Source: an optimization exercise on an open RTL-to-GDS flow (aim: small area). Production flows keep margins and buffers that such runs may drop. Only simulation tests tie the RTL to the original design; equivalence was not proved. The clock cells of runs 2 to 4 come from the design's own scripts or RTL, not from TritonCTS. No driver is modelled on the clock port, so clock power and skew are understated where the tree is cut down; a real chip needs a root buffer or a tree. Power is estimated from default activity; no workload was simulated.

<file path="flow/config.mk">
export PLATFORM = sky130hd
export DESIGN_NAME = alarm_clock_pv
export DESIGN_NICKNAME = alarm_clock_pv
export VERILOG_FILES = /design/flow/design.v
export SDC_FILE = /design/flow/constraint.sdc
export NUM_CORES = 4
export LEC_CHECK = 0
export CAP_MARGIN = 20
export CORE_MARGIN = 2
export CORE_UTILIZATION = 30
export SLEW_MARGIN = 20
</file>
<file path="flow/constraint.sdc">
create_clock -name core_clock -period 10.0 [get_ports {clk}]
set_input_delay 2.0000 -clock core_clock [delete_from_list [all_inputs] [get_ports {clk}]]
set_output_delay 2.0000 -clock core_clock [all_outputs]
set_load 0.01 [all_outputs]
</file>
<file path="flow/design.v">
module alarm_clock_pv(input clk, SW5, SW4, SW3, SW2, SW1, SW0, KEY1, KEY0,
	output logic [6:0] SEC_LSD, SEC_MSD, MIN_LSD,
	MIN_MSD, HR_LSD, HR_MSD,
	output logic LED7, LED5, LED4, LED3, LED2, LED1, LED0);
localparam [1:0] OP_NONE = 2'd0, OP_MIN = 2'd1, OP_HRS = 2'd2, OP_RUN = 2'd3;
localparam [2:0] T5 = 3'b010;  
localparam [3:0] U0 = 4'd4, U3 = 4'd14;  
localparam [111:0] SEGT = 112'b0010000011000000100100000010010010001001000100100010010000110011111000000000010000001111001111100111110011111001;
localparam [63:0] INCT = 64'b0100011111000110111011101110111011010101111100111001100110011001;
localparam [15:0] LASTT = 16'b1000000000000000;
logic [4:0] pc, pc_n;
logic tick, tick_run, post_tick;
assign tick = (pc == 5'd4) | (pc == 5'd14);
assign tick_run = (pc == 5'd4);
assign post_tick = (pc == 5'd5) | (pc == 5'd15);
assign pc_n = (pc == 5'd19) ? 5'd0 : pc + 5'd1;
logic [3:0] s0, m0, h0, am0, ah0;
logic [2:0] s1, m1, am1;
logic [1:0] h1, ah1;
logic sel;
logic [1:0] op;
logic [3:0] s0n;
logic [2:0] s1n;
function automatic [2:0] inc6(input [2:0] t);
	inc6 = {~t[1] | (t[2] & t[0]), ~t[1] | (t[0] ^ t[2]), ~t[0] & ~(t[2] ^ t[1])};
endfunction
logic [3:0] x_m0, x_h0, xn_m0, xn_h0;
logic [2:0] x_m1, xn_m1;
logic [1:0] x_h1, xn_h1;
assign x_h1 = sel ? ah1 : h1;
assign x_h0 = sel ? ah0 : h0;
assign x_m1 = sel ? am1 : m1;
assign x_m0 = sel ? am0 : m0;
logic inc_s, c_s0, c_s1, inc_m, c_m0, c_m1, inc_h;
logic s0_9, s1_5, m0_9, m1_5;
assign s0_9 = LASTT[s0];
assign s1_5 = (s1 == T5);
assign m0_9 = LASTT[x_m0];
assign m1_5 = (x_m1 == T5);
assign inc_s = (op == OP_RUN);
assign c_s0 = inc_s & s0_9;
assign c_s1 = c_s0 & s1_5;
assign inc_m = (op == OP_MIN) | c_s1;
assign c_m0 = inc_m & m0_9;
assign c_m1 = c_s1 & m0_9 & m1_5;
assign inc_h = (op == OP_HRS) | c_m1;
logic [3:0] s0_i, m0_i, h0_i;
logic [2:0] s1_i, m1_i;
assign s0_i = INCT[s0*4 +: 4];
assign m0_i = INCT[x_m0*4 +: 4];
assign h0_i = INCT[x_h0*4 +: 4];
assign s1_i = inc6(s1);
assign m1_i = inc6(x_m1);
always_comb begin
	s0n = inc_s ? s0_i : s0;
	s1n = c_s0 ? s1_i : s1;
	xn_m0 = inc_m ? m0_i : x_m0;
	xn_m1 = c_m0 ? m1_i : x_m1;
	xn_h0 = x_h0; xn_h1 = x_h1;
	if (inc_h) begin
		if (x_h1 == 2'd2 && x_h0 == U3) begin xn_h0 = U0; xn_h1 = 2'd0; end
		else begin xn_h0 = h0_i; if (LASTT[x_h0]) xn_h1 = {x_h1[0], ~x_h1[0]}; end
	end
end
logic alarm_set, time_set, run;
logic [1:0] op_new;
assign alarm_set = SW1 & ~KEY1;
assign time_set = SW2 & ~KEY1 & ~SW1;
assign run = SW5 & ~SW1 & ~SW2;
assign op_new = (alarm_set | time_set) ? (SW3 ? OP_HRS : OP_MIN) :
	((run & tick_run) ? OP_RUN : OP_NONE);
always_ff @(posedge clk) begin
	if (SW0) begin
		pc <= 5'd0;
		s0 <= U0; s1 <= 3'd0; m0 <= U0; m1 <= 3'd0; h0 <= U0; h1 <= 2'd0;
		am0 <= U0; am1 <= 3'd0; ah0 <= U0; ah1 <= 2'd0;
		sel <= 1'b0; op <= OP_NONE;
	end
	else begin
		pc <= pc_n;
		if (tick) begin
			s0 <= s0n; s1 <= s1n;
			if (sel) begin am0 <= xn_m0; am1 <= xn_m1; ah0 <= xn_h0; ah1 <= xn_h1; end
			else begin m0 <= xn_m0; m1 <= xn_m1; h0 <= xn_h0; h1 <= xn_h1; end
			sel <= SW1; op <= op_new;
		end
	end
end
logic match, changed, pend, pend_l, alarm, led_q;
assign match = (m0 == am0) && (m1 == am1) && (h0 == ah0) && (h1 == ah1);
assign changed = op[1] ^ op[0] | c_s1;
always_ff @(posedge clk) begin
	if (SW0 | ~KEY0) alarm <= 1'b0;
	else if (post_tick & pend & match) alarm <= 1'b1;
	if (SW0) pend <= 1'b0;
	else if (post_tick) pend <= KEY0 & SW4 & changed;
	else if (~KEY0) pend <= 1'b0;
	if (SW0) begin led_q <= 1'b0; pend_l <= 1'b0; end
	else if (tick) begin led_q <= alarm; pend_l <= pend; end
end
assign LED7 = led_q | (pend_l & match);
logic [3:0] d_hl, d_ml, d_sl;
logic [2:0] d_mm, d_sm;
logic [1:0] d_hm;
assign d_hm = x_h1;
assign d_hl = x_h0;
assign d_mm = x_m1;
assign d_ml = x_m0;
assign d_sm = sel ? 3'd0 : s1;
assign d_sl = sel ? U0 : s0;
seg_h g5(d_hm, HR_MSD);
assign HR_LSD = SEGT[d_hl*7 +: 7];
seg_t g3(d_mm, MIN_MSD);
assign MIN_LSD = SEGT[d_ml*7 +: 7];
seg_t g1(d_sm, SEC_MSD);
assign SEC_LSD = SEGT[d_sl*7 +: 7];
assign {LED5, LED4, LED3, LED2, LED1, LED0} = {SW5, SW4, SW3, SW2, SW1, SW0};
endmodule
module seg_t(input [2:0] t, output logic [6:0] seg);
logic f, e, d;
assign {f, e, d} = t;
assign seg = {~(f ^ e) & ~(e ^ d), f, e, d, f & ~e, ~f & e & ~d, d};
endmodule
module seg_h(input [1:0] h, output logic [6:0] seg);
assign seg = {~h[1], h[1] | h[0], h[0], h[0], h[1], 1'b0, h[0]};
endmodule
</file>
<file path="flow/flow/run.sh">
#!/bin/bash
# Layout flow: the standard synthesis, then the combinational logic between
# the (unchanged) registers is re-mapped with ABC for area, then the standard
# ORFS layout from floorplan to finish, with port buffers of the smallest size.
set -euo pipefail
W=$(pwd)
R=$W/orfs/results/$FLOW_PLATFORM/alarm_clock_pv/base
LIB=$FLOW_HOME/platforms/$FLOW_PLATFORM/lib/sky130_fd_sc_hd__tt_025C_1v80.lib
YOSYS=$FLOW_HOME/../tools/install/yosys/bin/yosys
[[ -x $YOSYS ]] || YOSYS=$(command -v yosys)

bash standard.sh synth > $W/log_1_standard_synth.txt 2>&1
cp $R/1_2_yosys.v $W/synth_standard.v

sed -e "s#@LIB@#$LIB#g" -e "s#@IN@#$W/synth_standard.v#g" -e "s#@OUT@#$W/synth_remap.v#g" \
    -e "s#@TOP@#$FLOW_TOP#g" -e "s#@FLOW@#$W/flow#g" $W/flow/remap.ys.in > $W/remap.ys
$YOSYS -s $W/remap.ys > $W/log_2_remap.txt 2>&1

cp $W/synth_remap.v $R/1_2_yosys.v
rm -f $R/1_synth.odb $R/1_synth.sdc
CTS="${CTS_ARGS_OVERRIDE:--sink_clustering_enable -repair_clock_nets -dont_use_dummy_load -buf_list sky130_fd_sc_hd__clkbuf_8}"
bash standard.sh "BUFFER_PORTS_ARGS=-buffer_cell sky130_fd_sc_hd__buf_1" "CTS_ARGS=$CTS" finish > $W/log_3_layout.txt 2>&1
</file>
<file path="flow/flow/remap.abc">
strash
&get -n
&deepsyn -J 100 -T 120
&put
dc2
&get -n
&dch -f
&nf
&put
mfs2
strash
dch -f
amap
</file>
<file path="flow/flow/remap.ys.in">
read_liberty -ignore_miss_func @LIB@
delete sky130_fd_sc_hd__dfxtp_1
read_verilog @FLOW@/stub.v
read_verilog @IN@
hierarchy -top @TOP@
flatten
opt -purge
abc -script @FLOW@/remap.abc -liberty @LIB@ -dont_use *lpflow* -dont_use *probe*
opt_clean -purge
hilomap -singleton -hicell sky130_fd_sc_hd__conb_1 HI -locell sky130_fd_sc_hd__conb_1 LO
insbuf -buf sky130_fd_sc_hd__buf_1 A X
splitnets
opt_clean -purge
stat -liberty @LIB@
select @TOP@
write_verilog -noattr -nohex -nodec -selected @OUT@
</file>
<file path="flow/flow/stub.v">
(* blackbox *)
module sky130_fd_sc_hd__dfxtp_1(input CLK, input D, output Q);
endmodule
</file>
<file path="flow/standard.sh">
#!/bin/bash
# synth_recipe.tcl (not shown) runs the flow's synth.tcl, then flattens the netlist and writes it again
# the make line also repeats each setting of config.mk as NAME=value (left out here)
make -C /OpenROAD-flow-scripts/flow DESIGN_CONFIG=/design/flow/config.mk WORK_HOME=/design/flow/orfs CLKGATE_MAP_FILE= SYNTH_SCRIPT=/design/flow/synth_recipe.tcl "${@:-finish}"
</file>
==> metrics.md, run 1 <==
| Metric | Value |
|---|---|
| CTS resizes | `0` |
| CTS Buf Count | `5` |
| Starting density of the core | `30.6%` |
| Synth warn | `1` |
| Fillers | `859` |
| WP data required | `8.00 ns` |
| Max VDD drop | `0.0388 mV` |
| Drc violations | `0` |
| DIE WIDTH | `92.1 um` |
| Final Slew Violations | `0` |
| Leakage | `0.868 nW` |
| Worst Setup End Kind | `output port` |
| Outcome | `complete, no violations` |
| Routed via count | `2,500` |
| Post-Syn Area per Cell | `7.01 um^2` |
| Most common cell after layout, fill and taps aside | `nor2_1` |
| Die area | `0.00848 mm^2` |
| Grt ovf | `0` |
| Starting DRC count in detailed routing | `185` |
| Site Rows | `32` |
| Tot Pwr | `0.306 mW` |
| Critical path peak fanout | `28` |
| Critical path class | `reg2out` |
| Crit-path leading delay family | `flip-flops` |
| Fin crit period | `5.40 ns` |
| Register Area | `901 um^2` |
| CTS Hold Bufs | `0` |
| Vias in the first global route | `2,220` |
| Post-Route WL | `6520 um` |
| Worst-skew pair later-pin latency | `0.30 ns` |
| Avg WL per Cell | `13.4 um` |
| Total of max-cap violations | `0` |
| Crit path DAT | `3.40 ns` |
| Gpl congestion | `0.850` |
| Most frequent cells in the layout | `nor2_1 (72), clkinv_1 (56), buf_1 (56)` |
| Antenna cells | `0` |
| Clk sink count | `45` |
| Worst hold slack | `0.455 ns` |
| Drt pass-1 iters | `5` |
| Bufs on Longest Clock Path | `2` |
| Postcts setup bufs | `0` |
| Hold Path Class | `reg2reg` |
| ANT nets after route | `0` |
| CTS root buffer | `clkbuf_8` |
| CP max stage delay | `1.01 ns` |
| CTS tree | `done` |
| Global Route Usage Sum | `15.6%` |
| Via density per instance | `5.15` |
| Final TNS setup | `0 ns` |
| Footprint of the multi-input gates | `0.00117 mm^2` |
| First-pass GRT wire length | `10,700 um` |
| Final Cycle Share | `54.0%` |
| Final setup vio count | `0` |
| # H-tree levels | `2` |
| Syn_nets | `341` |
| Largest net degree at the start of global routing | `29` |
| I/O Buffers | `56` |
| Worst-path clk slew | `0.08 ns` |
| Post-route clock skew | `0.0218 ns` |
| Worst-margin pin slew | `1.03 ns` |
| Crit path cell chain | `clkinv_1 -> o22ai_1 -> nor2_1 -> nand2_1 -> o21ai_0 -> or2_0 -> buf_1` |
| Synth Cell Area | `0.00233 mm^2` |
| Core Box Area | `0.00761 mm^2` |
| Buf+Inv Stages, Crit Path | `2` |
| Antenna violations before repair | `0` |
| Highest Clock Rate | `185 MHz` |
| Die H | `92.1 um` |
| Area Overhead vs Synth | `16.0%` |
| Hpwl dp | `4930 um` |
| Ports | `58` |
| # nets final | `394` |
| Non-filler cells in the finished layout | `485` |
| Final hold vios | `0` |
| Layout Utilization | `35.5%` |
| Unrepaired setup endpoints after global routing | `no` |
| Synth Instances | `332` |
| Slew HR | `31.0%` |
| Post-Place Cells | `480` |
| Share of cells above drive strength 1 | `1.57%` |
| Critical path's slowest cell | `dfxtp_1` |
| Pwr dens | `113 mW/mm^2` |
| Critical Path Start Type | `flop` |
[routing by layer]
metal,GRT usage [%],vias to the layer above,share of wire (%)
li1,-,1272,-
met5,0,-,0
met4,4.85,0,1.5
met2,24.5,78,44
met1,21.7,1143,50
met3,2.71,7,5.1
[final cells by class]
| cell class | instances | share of cell area, % |
|---|---|---|
| multi-input cells | 220 | 43.5 |
| repair buffers | 57 | 8.06 |
| well taps | 102 | 4.73 |
| clock buffers | 5 | 2.55 |
| flip-flops and latches | 45 | 33.4 |
| inverters | 56 | 7.78 |
[per-stage QoR]
stage	cell area, um^2	worst slack (ns)
global placement	2630	5.09
floorplan	2330	5.85
CTS	2700	4.68
finish	2700	4.60
global route	2700	4.31
detailed placement	2630	5.00
[power by group]
group          total, mW  switching, mW  internal (mW)  leakage (nW)
clock              0.102         0.0568         0.0451        0.0359
combinational     0.0212         0.0151        0.00603         0.469
sequential         0.182        0.00195          0.181         0.363
total              0.306         0.0739          0.232         0.868
[state kept, by name, indices dropped and copies added (netlist names)]
signal / count
m1: 3
sel: 1
op: 2
am0: 4
alarm: 1
h1: 2
ah1: 2
ah0: 4
am1: 3
m0: 4
s1: 3
led_q: 1
pc: 5
pend_l: 1
s0: 4
h0: 4
pend: 1
[path summary, 6_finish.rpt]
| check | start | endpoint | slack (ns) | cells past startpoint |
|---|---|---|---|---|
| worst max-delay path | sel | MIN_LSD[4] | 4.60 | 7 |
| worst min-delay path | pc[0] | pc[0] | 0.45 | 1 |
| worst max register to register | sel | h0[3] | 5.45 | 11 |
| worst min register to register | pc[0] | pc[0] | 0.45 | 1 |
==> inputs of run 2 (changes only) <==
--- a/flow/design.v
+++ b/flow/design.v
@@ -2,7 +2,7 @@
 	output logic [6:0] SEC_LSD, SEC_MSD, MIN_LSD,
 	MIN_MSD, HR_LSD, HR_MSD,
 	output logic LED7, LED5, LED4, LED3, LED2, LED1, LED0);
-localparam [1:0] OP_NONE = 2'd0, OP_MIN = 2'd1, OP_HRS = 2'd2, OP_RUN = 2'd3;
+localparam [1:0] OP_NONE = 2'd0, OP_MIN = 2'd2, OP_HRS = 2'd3, OP_RUN = 2'd1;
 localparam [2:0] T5 = 3'b010;  
 localparam [3:0] U0 = 4'd4, U3 = 4'd14;  
 localparam [111:0] SEGT = 112'b0010000011000000100100000010010010001001000100100010010000110011111000000000010000001111001111100111110011111001;
@@ -88,7 +88,7 @@
 end
 logic match, changed, pend, pend_l, alarm, led_q;
 assign match = (m0 == am0) && (m1 == am1) && (h0 == ah0) && (h1 == ah1);
-assign changed = op[1] ^ op[0] | c_s1;
+assign changed = (op == OP_MIN) | (op == OP_HRS) | c_s1;
 always_ff @(posedge clk) begin
 	if (SW0 | ~KEY0) alarm <= 1'b0;
 	else if (post_tick & pend & match) alarm <= 1'b1;
==> flow/flow/run.sh (replaced) <==
#!/bin/bash
# Layout flow: the standard synthesis; the combinational logic between the
# (unchanged) registers re-mapped with ABC for area; the standard ORFS
# floorplan and placement with port buffers of the smallest size; a one-level
# clock tree of a few buffers (mycts.tcl) in place of ORFS's CTS; then the
# standard ORFS routing and finish. Each tool's output goes to a log_* file.
set -euo pipefail
W=$(pwd)
R=$W/orfs/results/$FLOW_PLATFORM/alarm_clock_pv/base
PLAT=$FLOW_HOME/platforms/$FLOW_PLATFORM
LIB=$PLAT/lib/sky130_fd_sc_hd__tt_025C_1v80.lib
YOSYS=$FLOW_HOME/../tools/install/yosys/bin/yosys
[[ -x $YOSYS ]] || YOSYS=$(command -v yosys)
PORTBUF="BUFFER_PORTS_ARGS=-buffer_cell sky130_fd_sc_hd__buf_1"

bash standard.sh synth > $W/log_1_standard_synth.txt 2>&1
cp $R/1_2_yosys.v $W/synth_standard.v

sed -e "s#@LIB@#$LIB#g" -e "s#@IN@#$W/synth_standard.v#g" -e "s#@OUT@#$W/synth_remap.v#g" \
    -e "s#@TOP@#$FLOW_TOP#g" -e "s#@FLOW@#$W/flow#g" $W/flow/remap.ys.in > $W/remap.ys
$YOSYS -s $W/remap.ys > $W/log_2_remap.txt 2>&1
cp $W/synth_remap.v $R/1_2_yosys.v
rm -f $R/1_synth.odb $R/1_synth.sdc

bash standard.sh "$PORTBUF" place > $W/log_3_place.txt 2>&1

RESULTS_DIR=$R LIB_FILES=$LIB PLATFORM_DIR=$PLAT \
MY_CTS_BUF=${MY_CTS_BUF:-sky130_fd_sc_hd__clkbuf_4} MY_CTS_GROUPS=${MY_CTS_GROUPS:-4} \
  openroad -no_init -exit $W/flow/mycts.tcl > $W/log_4_cts.txt 2>&1

bash standard.sh "$PORTBUF" finish > $W/log_5_route_finish.txt 2>&1
==> flow/flow/mycts.tcl (new file) <==
# Clock tree: the flip-flops are split into CTS_GROUPS groups by position
# (halving by x, then by y) and each group gets one clock buffer at its
# centre, driven straight from the clock port; every buffer sees the same
# kind of load, so the tree is balanced. Then legalise, as the flow's CTS does.
set R $::env(RESULTS_DIR)
read_db $R/3_place.odb
foreach lib $::env(LIB_FILES) { read_liberty $lib }
read_sdc $R/3_place.sdc
source $::env(PLATFORM_DIR)/setRC.tcl

set block [ord::get_db_block]
set db [ord::get_db]
set bufm [$db findMaster $::env(MY_CTS_BUF)]
set ngroups $::env(MY_CTS_GROUPS)
set clknet [$block findNet clk]

set sinks {}
foreach it [$clknet getITerms] {
  set inst [$it getInst]
  if {[[$inst getMaster] isSequential]} {
    set bb [$inst getBBox]
    lappend sinks [list $it [expr {([$bb xMin] + [$bb xMax]) / 2}] [expr {([$bb yMin] + [$bb yMax]) / 2}]]
  }
}
puts "clock sinks: [llength $sinks]"

proc split_groups {items n axis} {
  if {$n <= 1 || [llength $items] <= 1} { return [list $items] }
  set idx [expr {$axis == 0 ? 1 : 2}]
  set sorted [lsort -integer -index $idx $items]
  set n1 [expr {$n / 2}]
  set k [expr {int(round([llength $sorted] * double($n1) / $n))}]
  set a [lrange $sorted 0 [expr {$k - 1}]]
  set b [lrange $sorted $k end]
  return [concat [split_groups $a $n1 [expr {1 - $axis}]] [split_groups $b [expr {$n - $n1}] [expr {1 - $axis}]]]
}

set g 0
foreach grp [split_groups $sinks $ngroups 0] {
  set sx 0; set sy 0
  foreach s $grp { incr sx [lindex $s 1]; incr sy [lindex $s 2] }
  set cx [expr {$sx / [llength $grp]}]
  set cy [expr {$sy / [llength $grp]}]
  set inst [odb::dbInst_create $block $bufm "clkbuf_leaf_$g"]
  set net [odb::dbNet_create $block "clknet_leaf_$g"]
  $net setSigType CLOCK
  [$inst findITerm A] connect $clknet
  [$inst findITerm X] connect $net
  foreach s $grp {
    set it [lindex $s 0]
    $it disconnect
    $it connect $net
  }
  $inst setLocation $cx $cy
  $inst setPlacementStatus PLACED
  puts "group $g: [llength $grp] sinks, buffer at $cx $cy"
  incr g
}

set_placement_padding -global -left 0 -right 0
detailed_placement
check_placement -verbose
set_propagated_clock [all_clocks]
estimate_parasitics -placement
report_worst_slack -max
report_worst_slack -min
write_db $R/4_1_cts.odb
unset_propagated_clock [all_clocks]
write_sdc $R/4_cts.sdc
==> run 2 against run 1 <==
Net effect: critical path depth fell by 5; via count fell by 2.6%; combinational power fell by 11%; critical path type is now in2out; largest cell class unchanged; highest routed layer unchanged.
==> metrics.md, run 2 <==
| Metric | Value |
|---|---|
| Outcome | `complete, no violations` |
| Worst-skew pair later-pin latency | `0.18 ns` |
| Starting density of the core | `31.4%` |
| Most flops, register | `pc` |
| Synth Cell Area | `0.00230 mm^2` |
| Hpwl dp | `4630 um` |
| Layout Utilization | `35.9%` |
| Antenna cells | `0` |
| R2R Path Start | `sel` |
| R2R cell count | `12` |
| Post-Place Cells | `472` |
| Critical Path Start Type | `input port` |
| Worst-margin pin slew | `0.662 ns` |
| Unrepaired setup endpoints after global routing | `no` |
| Critical path peak fanout | `12` |
| Worst-path clk slew | `0.12 ns` |
| Syn_nets | `336` |
| WP data required | `8.00 ns` |
| Critical path's slowest cell | `buf_1` |
| Die H | `91.5 um` |
| Fin crit period | `4.64 ns` |
| Worst Setup End Kind | `output port` |
| Worst hold slack | `0.453 ns` |
| Routed via count | `2,435` |
| Ports | `58` |
| Post-route clock skew | `0.00405 ns` |
| Final Slew Violations | `0` |
| Drt pass-1 iters | `4` |
| Footprint of the multi-input gates | `0.00110 mm^2` |
| Most frequent cells in the layout | `clkinv_1 (67), nor2_1 (58), buf_1 (56)` |
| Final Cycle Share | `46.4%` |
| Leakage | `0.844 nW` |
| Share of cells above drive strength 1 | `1.33%` |
| Fillers | `808` |
| Hold Startpoint | `pc[0]` |
| R2r endpoint | `ah1[1]` |
| First-pass GRT wire length | `10,300 um` |
| Starting DRC count in detailed routing | `110` |
| Critical path class | `in2out` |
| Vias in the first global route | `2,217` |
| Final hold vios | `0` |
| Crit path DAT | `2.64 ns` |
| Global Route Usage Sum | `14.2%` |
| Via density per instance | `5.12` |
| Max reg flops | `5` |
| Hold Path Class | `reg2reg` |
| Max VDD drop | `0.0375 mV` |
| Largest net degree at the start of global routing | `25` |
| Post-Route WL | `6160 um` |
| Site Rows | `31` |
| Gpl congestion | `0.811` |
| CP max stage delay | `0.43 ns` |
| Crit path cell chain | `buf_1 -> buf_1` |
| Die area | `0.00838 mm^2` |
| Final TNS setup | `0 ns` |
| # nets final | `388` |
| Non-filler cells in the finished layout | `476` |
| FF-to-FF setup slack | `5.80 ns` |
| Most common cell after layout, fill and taps aside | `clkinv_1` |
| I/O Buffers | `56` |
| Post-Syn Area per Cell | `7.03 um^2` |
| DIE WIDTH | `91.5 um` |
| Area Overhead vs Synth | `14.4%` |
| Pwr dens | `101 mW/mm^2` |
| Avg WL per Cell | `12.9 um` |
| Slew HR | `55.4%` |
| Worst hold path depth | `1` |
| Synth Instances | `327` |
| Highest Clock Rate | `216 MHz` |
| Total of max-cap violations | `0` |
| Synth warn | `1` |
| Grt ovf | `0` |
| Antenna violations before repair | `0` |
| Final setup vio count | `0` |
| Buf+Inv Stages, Crit Path | `2` |
| Most frequent cell on the critical path | `buf_1` |
| Worst Hold End | `pc[0]` |
| Register Area | `901 um^2` |
| ANT nets after route | `0` |
| Crit-path leading delay family | `buffers and inverters` |
| Core Box Area | `0.00733 mm^2` |
| Drc violations | `0` |
run 2: layer usage:
layer	share of wire (%)	global-route usage, %
met2	45	23.3
met1	49	20.8
met4	0.78	1.64
met3	5.9	1.08
met5	0	0
run 2: power by group:
part / switching [mW] / internal (mW) / leakage, nW / total [mW]
combinational: 0.0136 / 0.00533 / 0.462 / 0.0189
sequential: 0.000919 / 0.180 / 0.363 / 0.181
clock: 0.0467 / 0.0193 / 0.0184 / 0.0660
total: 0.0612 / 0.205 / 0.844 / 0.266
run 2: worst max-delay path by stage:
stage                             to  startpoint  slack [ns]  cells past startpoint
after global routing      MIN_LSD[0]         sel        5.24                      7
after global placement          LED0         SW0        5.38                      2
after floorplan           MIN_LSD[0]         sel        5.74                      6
after detailed placement        LED0         SW0        5.35                      2
final                           LED0         SW0        5.36                      2
run 2: metrics by stage:
| step | setup WS [ns] | area [um^2] | total power [mW] |
|---|---|---|---|
| 2_1_floorplan | 5.74 | 2300 | 0.198 |
| 3_3_place_gp | 5.38 | 2600 | 0.204 |
| 3_5_place_dp | 5.35 | 2600 | 0.204 |
| 5_1_grt | 5.24 | 2630 | 0.278 |
| 6_report | 5.36 | 2630 | 0.266 |
run 2: area by class of cell:
class                      instances  area share (%)
buffer                             4            1.14
tap                               99            4.71
inverter                          67            9.57
timing repair buffer              57            8.28
sequential                        45            34.3
multi-input combinational        204            42.0
==> inputs of run 3 (changes only) <==
--- a/flow/design.v
+++ b/flow/design.v
@@ -4,10 +4,19 @@
 	output logic LED7, LED5, LED4, LED3, LED2, LED1, LED0);
 localparam [1:0] OP_NONE = 2'd0, OP_MIN = 2'd2, OP_HRS = 2'd3, OP_RUN = 2'd1;
 localparam [2:0] T5 = 3'b010;  
-localparam [3:0] U0 = 4'd4, U3 = 4'd14;  
+localparam [3:0] U0 = 4'd4;  
 localparam [111:0] SEGT = 112'b0010000011000000100100000010010010001001000100100010010000110011111000000000010000001111001111100111110011111001;
 localparam [63:0] INCT = 64'b0100011111000110111011101110111011010101111100111001100110011001;
 localparam [15:0] LASTT = 16'b1000000000000000;
+localparam [3:0] S0C = 4'd4;
+localparam [111:0] SEGS = 112'b0010000011000000100100000010010010001001000100100010010000110011111000000000010000001111001111100111110011111001;
+localparam [63:0] INCS = 64'b0100011111000110111011101110111011010101111100111001100110011001;
+localparam [15:0] LASTS = 16'b1000000000000000;
+localparam [3:0] H20 = 4'd8;
+localparam [111:0] HSEGT = 112'b0010000011000000100100000010010010010000000100100100000000110011111000000000010000001111001111100101001000110000;
+localparam [63:0] HINCT = 64'b0100011111000110111000101110001011010101111100111001000100000100;
+localparam [15:0] HLASTT = 16'b1000000000000000;
+localparam [15:0] HTWOT = 16'b0000010100000111;
 logic [4:0] pc, pc_n;
 logic tick, tick_run, post_tick;
 assign tick = (pc == 5'd4) | (pc == 5'd14);
@@ -16,7 +25,7 @@
 assign pc_n = (pc == 5'd19) ? 5'd0 : pc + 5'd1;
 logic [3:0] s0, m0, h0, am0, ah0;
 logic [2:0] s1, m1, am1;
-logic [1:0] h1, ah1;
+logic h1, ah1;  
 logic sel;
 logic [1:0] op;
 logic [3:0] s0n;
@@ -26,14 +35,14 @@
 endfunction
 logic [3:0] x_m0, x_h0, xn_m0, xn_h0;
 logic [2:0] x_m1, xn_m1;
-logic [1:0] x_h1, xn_h1;
+logic x_h1, xn_h1;
 assign x_h1 = sel ? ah1 : h1;
 assign x_h0 = sel ? ah0 : h0;
 assign x_m1 = sel ? am1 : m1;
 assign x_m0 = sel ? am0 : m0;
 logic inc_s, c_s0, c_s1, inc_m, c_m0, c_m1, inc_h;
 logic s0_9, s1_5, m0_9, m1_5;
-assign s0_9 = LASTT[s0];
+assign s0_9 = LASTS[s0];
 assign s1_5 = (s1 == T5);
 assign m0_9 = LASTT[x_m0];
 assign m1_5 = (x_m1 == T5);
@@ -44,11 +53,10 @@
 assign c_m0 = inc_m & m0_9;
 assign c_m1 = c_s1 & m0_9 & m1_5;
 assign inc_h = (op == OP_HRS) | c_m1;
-logic [3:0] s0_i, m0_i, h0_i;
+logic [3:0] s0_i, m0_i;
 logic [2:0] s1_i, m1_i;
-assign s0_i = INCT[s0*4 +: 4];
+assign s0_i = INCS[s0*4 +: 4];
 assign m0_i = INCT[x_m0*4 +: 4];
-assign h0_i = INCT[x_h0*4 +: 4];
 assign s1_i = inc6(s1);
 assign m1_i = inc6(x_m1);
 always_comb begin
@@ -58,8 +66,8 @@
 	xn_m1 = c_m0 ? m1_i : x_m1;
 	xn_h0 = x_h0; xn_h1 = x_h1;
 	if (inc_h) begin
-		if (x_h1 == 2'd2 && x_h0 == U3) begin xn_h0 = U0; xn_h1 = 2'd0; end
-		else begin xn_h0 = h0_i; if (LASTT[x_h0]) xn_h1 = {x_h1[0], ~x_h1[0]}; end
+		xn_h0 = (HLASTT[x_h0] & x_h1) ? H20 : HINCT[x_h0*4 +: 4];
+		xn_h1 = x_h1 ^ HLASTT[x_h0];
 	end
 end
 logic alarm_set, time_set, run;
@@ -72,8 +80,8 @@
 always_ff @(posedge clk) begin
 	if (SW0) begin
 		pc <= 5'd0;
-		s0 <= U0; s1 <= 3'd0; m0 <= U0; m1 <= 3'd0; h0 <= U0; h1 <= 2'd0;
-		am0 <= U0; am1 <= 3'd0; ah0 <= U0; ah1 <= 2'd0;
+		s0 <= S0C; s1 <= 3'd0; m0 <= U0; m1 <= 3'd0; h0 <= U0; h1 <= 1'b0;
+		am0 <= U0; am1 <= 3'd0; ah0 <= U0; ah1 <= 1'b0;
 		sel <= 1'b0; op <= OP_NONE;
 	end
 	else begin
@@ -101,19 +109,17 @@
 assign LED7 = led_q | (pend_l & match);
 logic [3:0] d_hl, d_ml, d_sl;
 logic [2:0] d_mm, d_sm;
-logic [1:0] d_hm;
-assign d_hm = x_h1;
 assign d_hl = x_h0;
 assign d_mm = x_m1;
 assign d_ml = x_m0;
 assign d_sm = sel ? 3'd0 : s1;
-assign d_sl = sel ? U0 : s0;
-seg_h g5(d_hm, HR_MSD);
-assign HR_LSD = SEGT[d_hl*7 +: 7];
+assign d_sl = sel ? S0C : s0;
+assign HR_MSD = {~HTWOT[d_hl], HTWOT[d_hl] | x_h1, x_h1, x_h1, HTWOT[d_hl], 1'b0, x_h1};
+assign HR_LSD = HSEGT[d_hl*7 +: 7];
 seg_t g3(d_mm, MIN_MSD);
 assign MIN_LSD = SEGT[d_ml*7 +: 7];
 seg_t g1(d_sm, SEC_MSD);
-assign SEC_LSD = SEGT[d_sl*7 +: 7];
+assign SEC_LSD = SEGS[d_sl*7 +: 7];
 assign {LED5, LED4, LED3, LED2, LED1, LED0} = {SW5, SW4, SW3, SW2, SW1, SW0};
 endmodule
 module seg_t(input [2:0] t, output logic [6:0] seg);
@@ -121,6 +127,3 @@
 assign {f, e, d} = t;
 assign seg = {~(f ^ e) & ~(e ^ d), f, e, d, f & ~e, ~f & e & ~d, d};
 endmodule
-module seg_h(input [1:0] h, output logic [6:0] seg);
-assign seg = {~h[1], h[1] | h[0], h[0], h[0], h[1], 1'b0, h[0]};
-endmodule
==> run 3 against run 2 <==
Net effect: still clean on timing, DRC and antenna; area after synthesis shrank 0.93%; synthesized cell count grew 1.5%; first-iteration DRC count grew 31%; sequential cell count shrank 2; worst hold slack lost 0.0040 ns; register-to-register slack gained 0.07 ns; sequential share of layout area shrank 1.2 points; critical path type is now reg2out; critical endpoint is now HR_LSD[2]; largest cell class unchanged.
==> metrics.md, run 3 <==
| Metric | Value |
|---|---|
| Most common cell after layout, fill and taps aside | `nor2_1` |
| Antenna violations before repair | `0` |
| WP data required | `8.00 ns` |
| Hold Startpoint | `pc[0]` |
| Worst-path clk slew | `0.12 ns` |
| First-pass GRT wire length | `9420 um` |
| Final setup vio count | `0` |
| Hold Path Class | `reg2reg` |
| Starting density of the core | `31.2%` |
| Placed cell area | `0.00257 mm^2` |
| Post-route cell area | `0.00260 mm^2` |
| Fin crit period | `5.43 ns` |
| Most frequent cells in the layout | `nor2_1 (63), clkinv_1 (62), buf_1 (56)` |
| Synth Cell Area | `0.00228 mm^2` |
| Pwr dens | `98.6 mW/mm^2` |
| Syn_nets | `341` |
| Hpwl dp | `4520 um` |
| Area Overhead vs Synth | `14.2%` |
| Critical path class | `reg2out` |
| Starting DRC count in detailed routing | `144` |
| Unrepaired setup endpoints after global routing | `no` |
| Crit path DAT | `3.43 ns` |
| Post-Place Cells | `476` |
| Crit-path leading delay family | `buffers and inverters` |
| Final Cycle Share | `54.3%` |
| CP Depth | `8` |
| Post-Syn Area per Cell | `6.86 um^2` |
| Crit path cell chain | `clkinv_1 -> o22ai_1 -> clkinv_1 -> nor2_1 -> nor3_1 -> a21oi_1 -> nor3_1 -> buf_1` |
| CP max stage delay | `0.82 ns` |
| Post-Route WL | `5800 um` |
| Max reg flops | `5` |
| Avg WL per Cell | `12.1 um` |
| Core Box Area | `0.00729 mm^2` |
| Critical path's slowest cell | `dfxtp_1` |
| Leakage | `0.852 nW` |
| Most flops, register | `pc` |
| Site Rows | `31` |
| Ports | `58` |
| DIE WIDTH | `91.1 um` |
| Via density per instance | `5.03` |
| FF-to-FF setup slack | `5.87 ns` |
| Pre-CTS setup slack | `4.80 ns` |
| Post-route clock skew | `0.0124 ns` |
| Worst Hold End | `pc[0]` |
| Total of max-cap violations | `0` |
| R2R Path Start | `sel` |
| Max VDD drop | `0.0340 mV` |
| Final hold vios | `0` |
| Share of cells above drive strength 1 | `1.05%` |
| Non-filler cells in the finished layout | `480` |
| Synth warn | `1` |
| Final WS setup | `4.57 ns` |
| Worst-margin pin slew | `0.946 ns` |
| Global Route Usage Sum | `13.0%` |
| Critical Path Start Type | `flop` |
| Antenna cells | `0` |
| Outcome | `complete, no violations` |
| Routed via count | `2,416` |
| Final Slew Violations | `0` |
| Drc violations | `0` |
| Final TNS setup | `0 ns` |
| R2R cell count | `8` |
| # nets final | `392` |
| ANT nets after route | `0` |
| Grt ovf | `0` |
| Worst Setup End Kind | `output port` |
| Gpl congestion | `0.911` |
| Largest net degree at the start of global routing | `22` |
| Vias in the first global route | `2,155` |
| Drt pass-1 iters | `4` |
| I/O Buffers | `56` |
| Synth Instances | `332` |
| Die area | `0.00830 mm^2` |
| Slew HR | `36.8%` |
| Critical path peak fanout | `21` |
| Worst hold path depth | `1` |
| Worst-skew pair later-pin latency | `0.18 ns` |
| R2r endpoint | `h1` |
| Highest Clock Rate | `184 MHz` |
| Die H | `91.1 um` |
| Buf+Inv Stages, Crit Path | `3` |
-- run 3: report_power, final --
part	switching, mW	total, mW	internal [mW]
registers	0.00141	0.174	0.173
clock network	0.0457	0.0650	0.0193
logic	0.0123	0.0172	0.00497
-- run 3: through the flow --
step	hold slack (ns)	total power, mW	util, %
floorplan	0.402	0.189	-
global route	0.491	0.265	35.7
finish	0.449	0.256	35.7
detailed placement	0.425	0.195	35.2
global placement	0.416	0.195	35.2
-- run 3: area by class of cell --
type	instances	area, um^2
inverters	62	233
well taps	99	124
multi-input cells	216	1140
flip-flops and latches	43	861
plain buffers	4	30.0
fillers	833	4690
repair buffers	56	210
-- run 3: how the worst max path moves through the flow --
stage               startpoint         to  slack (ns)
finish                     sel  HR_LSD[2]        4.57
global route               sel  HR_LSD[2]        4.21
global placement           sel  HR_MSD[5]        4.88
detailed placement         sel  HR_LSD[2]        4.80
floorplan                  sel  HR_LSD[2]        5.55
-- run 3: routing by layer --
layer | global-route usage [%] | share of wire, % | wire length, um
met1 | 18.4 | 48 | 2790
met2 | 21.2 | 45 | 2610
met3 | 1.24 | 4.9 | 282
met4 | 3.03 | 2.0 | 116
met5 | 0 | 0 | 0
==> inputs of run 4 (changes only) <==
==> flow/flow/run.sh (replaced) <==
#!/bin/bash
# Layout flow:
#  1. the standard synthesis (standard.sh synth), unchanged;
#  2. the combinational logic between its registers re-mapped with ABC for
#     area, with a few seeds of the same script; each result is proved
#     equivalent to the standard netlist (registers cut into inputs/outputs)
#     and the smallest proven one is kept (the standard netlist if none);
#  3. the standard ORFS floorplan and placement, with port buffers of the
#     smallest size;
#  4. a one-level clock tree of a few buffers (mycts.tcl) in place of ORFS's CTS;
#  5. the standard ORFS routing and finish.
# Each tool's output goes to a log_* file in this folder.
set -euo pipefail
W=$(pwd)
R=$W/orfs/results/$FLOW_PLATFORM/alarm_clock_pv/base
PLAT=$FLOW_HOME/platforms/$FLOW_PLATFORM
LIB=$PLAT/lib/sky130_fd_sc_hd__tt_025C_1v80.lib
YOSYS=$FLOW_HOME/../tools/install/yosys/bin/yosys
[[ -x $YOSYS ]] || YOSYS=$(command -v yosys)
PORTBUF="BUFFER_PORTS_ARGS=-buffer_cell sky130_fd_sc_hd__buf_1"

bash standard.sh synth > $W/log_1_standard_synth.txt 2>&1
cp $R/1_2_yosys.v $W/synth_standard.v
python3 $W/flow/cut.py $W/synth_standard.v $W/cut_standard.v > $W/log_2_cut_standard.txt 2>&1

remap() {  # remap N: script flow/remap_N.abc -> synth_remap_N.v, checked
  local n=$1
  sed -e "s#@LIB@#$LIB#g" -e "s#@IN@#$W/synth_standard.v#g" -e "s#@OUT@#$W/synth_remap_$n.v#g" \
      -e "s#@TOP@#$FLOW_TOP#g" -e "s#@FLOW@#$W/flow#g" -e "s#@SCRIPT@#$W/flow/remap_$n.abc#g" \
      $W/flow/remap.ys.in > $W/remap_$n.ys
  $YOSYS -s $W/remap_$n.ys > $W/log_2_remap_$n.txt 2>&1 || return 0
  python3 $W/flow/cut.py $W/synth_remap_$n.v $W/cut_remap_$n.v >> $W/log_2_remap_$n.txt 2>&1 || return 0
  sed -e "s#@LIB@#$LIB#g" -e "s#@A@#$W/cut_standard.v#g" -e "s#@B@#$W/cut_remap_$n.v#g" \
      -e "s#@TOP@#$FLOW_TOP#g" $W/flow/eq.ys.in > $W/eq_$n.ys
  if $YOSYS -s $W/eq_$n.ys > $W/log_2_equiv_$n.txt 2>&1; then
    grep "Chip area" $W/log_2_remap_$n.txt | tail -1 | awk -v n=$n '{print $NF, n}' >> $W/remap_ok.txt
  fi
}
: > $W/remap_ok.txt
for n in 0 1 2 3; do remap $n & done; wait
for n in 4 5 6 7; do remap $n & done; wait
BEST=$(sort -g $W/remap_ok.txt | head -1 | awk '{print $2}')
if [[ -n "$BEST" ]]; then
  echo "using remap $BEST" > $W/log_2_choice.txt
  cp $W/synth_remap_$BEST.v $W/synth_remap.v
else
  echo "no remap proven; using the standard netlist" > $W/log_2_choice.txt
  cp $W/synth_standard.v $W/synth_remap.v
fi
cat $W/remap_ok.txt >> $W/log_2_choice.txt
cp $W/synth_remap.v $R/1_2_yosys.v
rm -f $R/1_synth.odb $R/1_synth.sdc

bash standard.sh "$PORTBUF" place > $W/log_3_place.txt 2>&1

RESULTS_DIR=$R LIB_FILES=$LIB PLATFORM_DIR=$PLAT \
MY_CTS_BUF=sky130_fd_sc_hd__clkbuf_4 MY_CTS_GROUPS=4 \
MY_CTS_BIGBUF=sky130_fd_sc_hd__clkbuf_8 MY_CTS_SLEW_LIMIT=0.122 \
  openroad -no_init -exit $W/flow/mycts.tcl > $W/log_4_cts.txt 2>&1

bash standard.sh "$PORTBUF" finish > $W/log_5_route_finish.txt 2>&1
==> flow/flow/cut.py (new file) <==
# cut.py in.v out.v : turn each dfxtp flip-flop into a primary input (its Q) and
# a primary output (its D), so two netlists with the same flip-flops can be
# compared as combinational logic
import re, sys
src=open(sys.argv[1]).read()
pat=re.compile(r'\s*sky130_fd_sc_hd__dfxtp_\d+\s+(\S+)\s*\(\s*\.CLK\(([^)]*)\),\s*\.D\(([^)]*)\),\s*\.Q\(([^)]*)\)\s*\);', re.S)
ffs=sorted(pat.findall(src), key=lambda f: f[0])
src=pat.sub('', src)
names=[]; decl=[]; assigns=[]
for i,(n,clk,d,q) in enumerate(ffs):
    decl.append("  input ffq_%d;\n  output ffd_%d;"%(i,i))
    assigns.append("  assign %s = ffq_%d;\n  assign ffd_%d = %s;"%(q.strip(),i,i,d.strip()))
    names.append("ffq_%d, ffd_%d"%(i,i))
m=re.search(r'module\s+(\w+)\s*\(', src)
src=src[:m.end()]+", ".join(names)+", "+src[m.end():]
src=src.replace(");\n", ");\n"+"\n".join(decl)+"\n", 1)
src=src.replace("endmodule", "\n".join(assigns)+"\nendmodule")
open(sys.argv[2],'w').write(src)
print(len(ffs))
==> flow/flow/eq.ys.in (new file) <==
read_liberty -ignore_miss_func @LIB@
read_verilog @A@
rename @TOP@ gold
read_verilog @B@
rename @TOP@ gate
flatten gold gate
miter -equiv -flatten -make_assert gold gate m
hierarchy -top m
sat -verify -prove-asserts m
--- a/flow/flow/mycts.tcl
+++ b/flow/flow/mycts.tcl
@@ -62,6 +62,33 @@
 check_placement -verbose
 set_propagated_clock [all_clocks]
 estimate_parasitics -placement
+
+proc group_slew {g} {
+  set mx 0
+  foreach p [get_pins -of_objects [get_nets clknet_leaf_$g] -filter "direction==input"] {
+    foreach k {slew_max_rise slew_max_fall} { set s [get_property $p $k]; if {$s > $mx} {set mx $s} }
+  }
+  return $mx
+}
+set bigm [$db findMaster $::env(MY_CTS_BIGBUF)]
+set swapped 0
+for {set i 0} {$i < $g} {incr i} {
+  set s [group_slew $i]
+  puts "group $i: estimated clock slew [format %.1f [expr {$s * 1000}]] ps"
+  if {$s > $::env(MY_CTS_SLEW_LIMIT)} {
+    [$block findInst "clkbuf_leaf_$i"] swapMaster $bigm
+    puts "group $i: buffer swapped to $::env(MY_CTS_BIGBUF)"
+    set swapped 1
+  }
+}
+if {$swapped} {
+  detailed_placement
+  check_placement -verbose
+  estimate_parasitics -placement
+  for {set i 0} {$i < $g} {incr i} {
+    puts "group $i: estimated clock slew [format %.1f [expr {[group_slew $i] * 1000}]] ps"
+  }
+}
 report_worst_slack -max
 report_worst_slack -min
 write_db $R/4_1_cts.odb
--- a/flow/flow/remap.ys.in
+++ b/flow/flow/remap.ys.in
@@ -5,7 +5,7 @@
 hierarchy -top @TOP@
 flatten
 opt -purge
-abc -script @FLOW@/remap.abc -liberty @LIB@ -dont_use *lpflow* -dont_use *probe*
+abc -script @SCRIPT@ -liberty @LIB@ -dont_use *lpflow* -dont_use *probe*
 opt_clean -purge
 hilomap -singleton -hicell sky130_fd_sc_hd__conb_1 HI -locell sky130_fd_sc_hd__conb_1 LO
 insbuf -buf sky130_fd_sc_hd__buf_1 A X
==> flow/flow/remap_0.abc (new file) <==
strash
&get -n
&deepsyn -J 100 -T 120 -S 0
&put
dc2
&get -n
&dch -f
&nf
&put
mfs2
strash
dch -f
amap
==> flow/flow/remap_1.abc (new file) <==
strash
&get -n
&deepsyn -J 100 -T 120 -S 1
&put
dc2
&get -n
&dch -f
&nf
&put
mfs2
strash
dch -f
amap
==> flow/flow/remap_2.abc (new file) <==
strash
&get -n
&deepsyn -J 100 -T 120 -S 2
&put
dc2
&get -n
&dch -f
&nf
&put
mfs2
strash
dch -f
amap
==> flow/flow/remap_3.abc (new file) <==
strash
&get -n
&deepsyn -J 100 -T 120 -S 3
&put
dc2
&get -n
&dch -f
&nf
&put
mfs2
strash
dch -f
amap
==> flow/flow/remap_4.abc (new file) <==
strash
&get -n
&deepsyn -J 100 -T 120 -S 4
&put
dc2
&get -n
&dch -f
&nf
&put
mfs2
strash
dch -f
amap
==> flow/flow/remap_5.abc (new file) <==
strash
&get -n
&deepsyn -J 100 -T 120 -S 5
&put
dc2
&get -n
&dch -f
&nf
&put
mfs2
strash
dch -f
amap
==> flow/flow/remap_6.abc (new file) <==
strash
&get -n
&deepsyn -J 100 -T 120 -S 6
&put
dc2
&get -n
&dch -f
&nf
&put
mfs2
strash
dch -f
amap
==> flow/flow/remap_7.abc (new file) <==
strash
&get -n
&deepsyn -J 100 -T 120 -S 7
&put
dc2
&get -n
&dch -f
&nf
&put
mfs2
strash
dch -f
amap
removed: flow/flow/remap.abc
==> run 4 against run 3 <==
Net effect: wire length down 1.3%; area after synthesis down 1.7%; utilization down 0.24 points; total power down 0.34%; final cell count down 2.5%; sequential share of layout area up 0.40 points; register-to-register slack better by 0.13 ns; synthesized cell count down 3.9%; critical path depth up 2; largest power group unchanged; cell area down 1.2%.
==> metrics.md, run 4 <==
| Metric | Value |
|---|---|
| Outcome | `complete, no violations` |
| Share of cells above drive strength 1 | `1.36%` |
| Worst-path clk slew | `0.12 ns` |
| Fin crit period | `5.67 ns` |
| Most common cell after layout, fill and taps aside | `buf_1` |
| Post-route clock skew | `0.00611 ns` |
| Leakage | `0.860 nW` |
| Drt pass-1 iters | `5` |
| Met2 usage | `22.5%` |
| Final hold vios | `0` |
| Ports | `58` |
| Synth Instances | `319` |
| Max VDD drop | `0.0401 mV` |
| Max reg flops | `5` |
| Highest Clock Rate | `176 MHz` |
| Final TNS setup | `0 ns` |
| Die H | `90.4 um` |
| Largest net degree at the start of global routing | `25` |
| DIE WIDTH | `90.4 um` |
| Die area | `0.00817 mm^2` |
| Via density per instance | `5.10` |
| WP data required | `8.00 ns` |
| Worst-skew pair later-pin latency | `0.17 ns` |
| Critical path peak fanout | `24` |
| Pre-CTS setup slack | `4.59 ns` |
| Final Cycle Share | `56.7%` |
| Post-Syn Area per Cell | `7.02 um^2` |
| Gpl congestion | `0.884` |
| Critical Path Start Type | `flop` |
| Pwr dens | `99.4 mW/mm^2` |
| FF-to-FF setup slack | `6.00 ns` |
| Crit path DAT | `3.67 ns` |
| GR Util met1 | `18.6%` |
| Core Box Area | `0.00725 mm^2` |
| Synth Cell Area | `0.00224 mm^2` |
| First-pass GRT wire length | `9430 um` |
| Total of max-cap violations | `0` |
| GRT busiest layer | `met2` |
| Post-Route WL | `5720 um` |
| Met3 Use GR | `1.00%` |
| Syn_nets | `328` |
| Site Rows | `31` |
| R2R Path Start | `sel` |
| Drc violations | `0` |
| Hpwl dp | `4340 um` |
| Grt ovf | `0` |
| Worst-margin pin slew | `0.819 ns` |
| Worst Setup End Kind | `output port` |
| Antenna cells | `0` |
| # nets final | `380` |
| Hold Path Class | `reg2reg` |
| Final setup vio count | `0` |
| Avg WL per Cell | `12.2 um` |
| Routed via count | `2,389` |
| Hold Startpoint | `pc[0]` |
| Starting density of the core | `30.9%` |
| Most frequent cells in the layout | `buf_1 (56), clkinv_1 (55), nor2_1 (54)` |
| Final WS setup | `4.33 ns` |
| Area Overhead vs Synth | `14.8%` |
| Synth warn | `1` |
| Worst setup path startpoint | `sel` |
| Starting DRC count in detailed routing | `137` |
| Global Route Usage Sum | `13.2%` |
| Antenna violations before repair | `0` |
| ANT nets after route | `0` |
| Unrepaired setup endpoints after global routing | `no` |
| Most flops, register | `pc` |
| Slew HR | `45.3%` |
| I/O Buffers | `56` |
| Layout Utilization | `35.4%` |
| Vias in the first global route | `2,071` |
| Critical path class | `reg2out` |
| Final Slew Violations | `0` |
## run 4: cell types whose count changed in the layout (fill, tap and decap cells not counted), moves of 4 or more
cell / previous run / this run
nor2_1: 63 / 54
nor3_1: 23 / 19
nand2_1: 19 / 24
nor2b_1: 6 / 2
clkinv_1: 62 / 55
o22ai_1: 42 / 36
## run 4: report_power, final
group          internal [mW]  switching [mW]
Sequential             0.172         0.00135
Clock                 0.0193          0.0445
Combinational        0.00516          0.0128
## run 4: area by class of cell
cell class | count | area [um^2]
Sequential cell | 43 | 861
Timing Repair Buffer | 57 | 218
Multi-Input combinational cell | 210 | 1130
Inverter | 55 | 206
Tap cell | 99 | 124
Buffer | 4 | 30.0
Fill cell | 784 | 4680
## run 4: through the flow
stage               power [mW]  hold slack (ns)  cell area (um^2)  cells
global route             0.266            0.503              2570    468
global placement         0.196            0.425              2540    464
floorplan                0.189            0.406              2240    319
finish                   0.255            0.455              2570    468
detailed placement       0.195            0.431              2540    464
## run 4: path summary, 6_finish.rpt
path / endpoint / cells past startpoint
hold / removal: pc[0] / 1
hold reg to reg: pc[0] / 1
setup / recovery: HR_LSD[4] / 10
setup reg to reg: ah1 / 9
## run 4: worst max-delay path, cell delays in order, from the launching register on
cell	delay, ns
dfxtp_1	0.88
clkinv_1	0.71
o22ai_1	0.73
clkinv_1	0.27
nor3_1	0.34
a21oi_1	0.13
clkinv_1	0.10
a21oi_1	0.08
nor2_1	0.09
nor2_1	0.04
buf_1	0.12
## run 4: per-layer routing
metal	vias to the layer above	part of all wire [%]
met5	-	0
met4	0	1.5
met3	9	4.8
met2	63	45
met1	1078	49
li1	1239	-

-- afterwards: timing with drivers on the ports --
In the flow no input, the clock included, has a driving cell. The finished layouts below were timed again as built, in two steps.
Step 1 assumes that a clkbuf_16 drives the clock port and a buf_2 every other input.
Step 2 moves the port delays by t, midway between the first and last clock arrival at a register: inputs arrive t later, outputs are due t later. That takes back most of the time a late clock gives input paths.
Slacks: ideal / step 1 / step 2; pairs: ideal / step 1.
run	t (ns)	setup WS [ns]	latest minus earliest clock arrival (ns)	worst data-port slew with drivers (ns)	pins driven straight from the clock port
run 1	0.323	4.600 / 4.569 / 4.892	0.022 / 0.022	0.03	1
run 2	0.223	5.364 / 5.342 / 5.342	0.004 / 0.004	0.03	4
run 3	0.220	4.573 / 4.525 / 4.745	0.012 / 0.013	0.04	4
run 4	0.220	4.329 / 4.279 / 4.499	0.006 / 0.006	0.03	4
After both steps setup and hold are still met in every run listed. The setup slack of run 2, which loses most, moves by -0.022 ns with the drivers and by -0.022 ns with both steps.
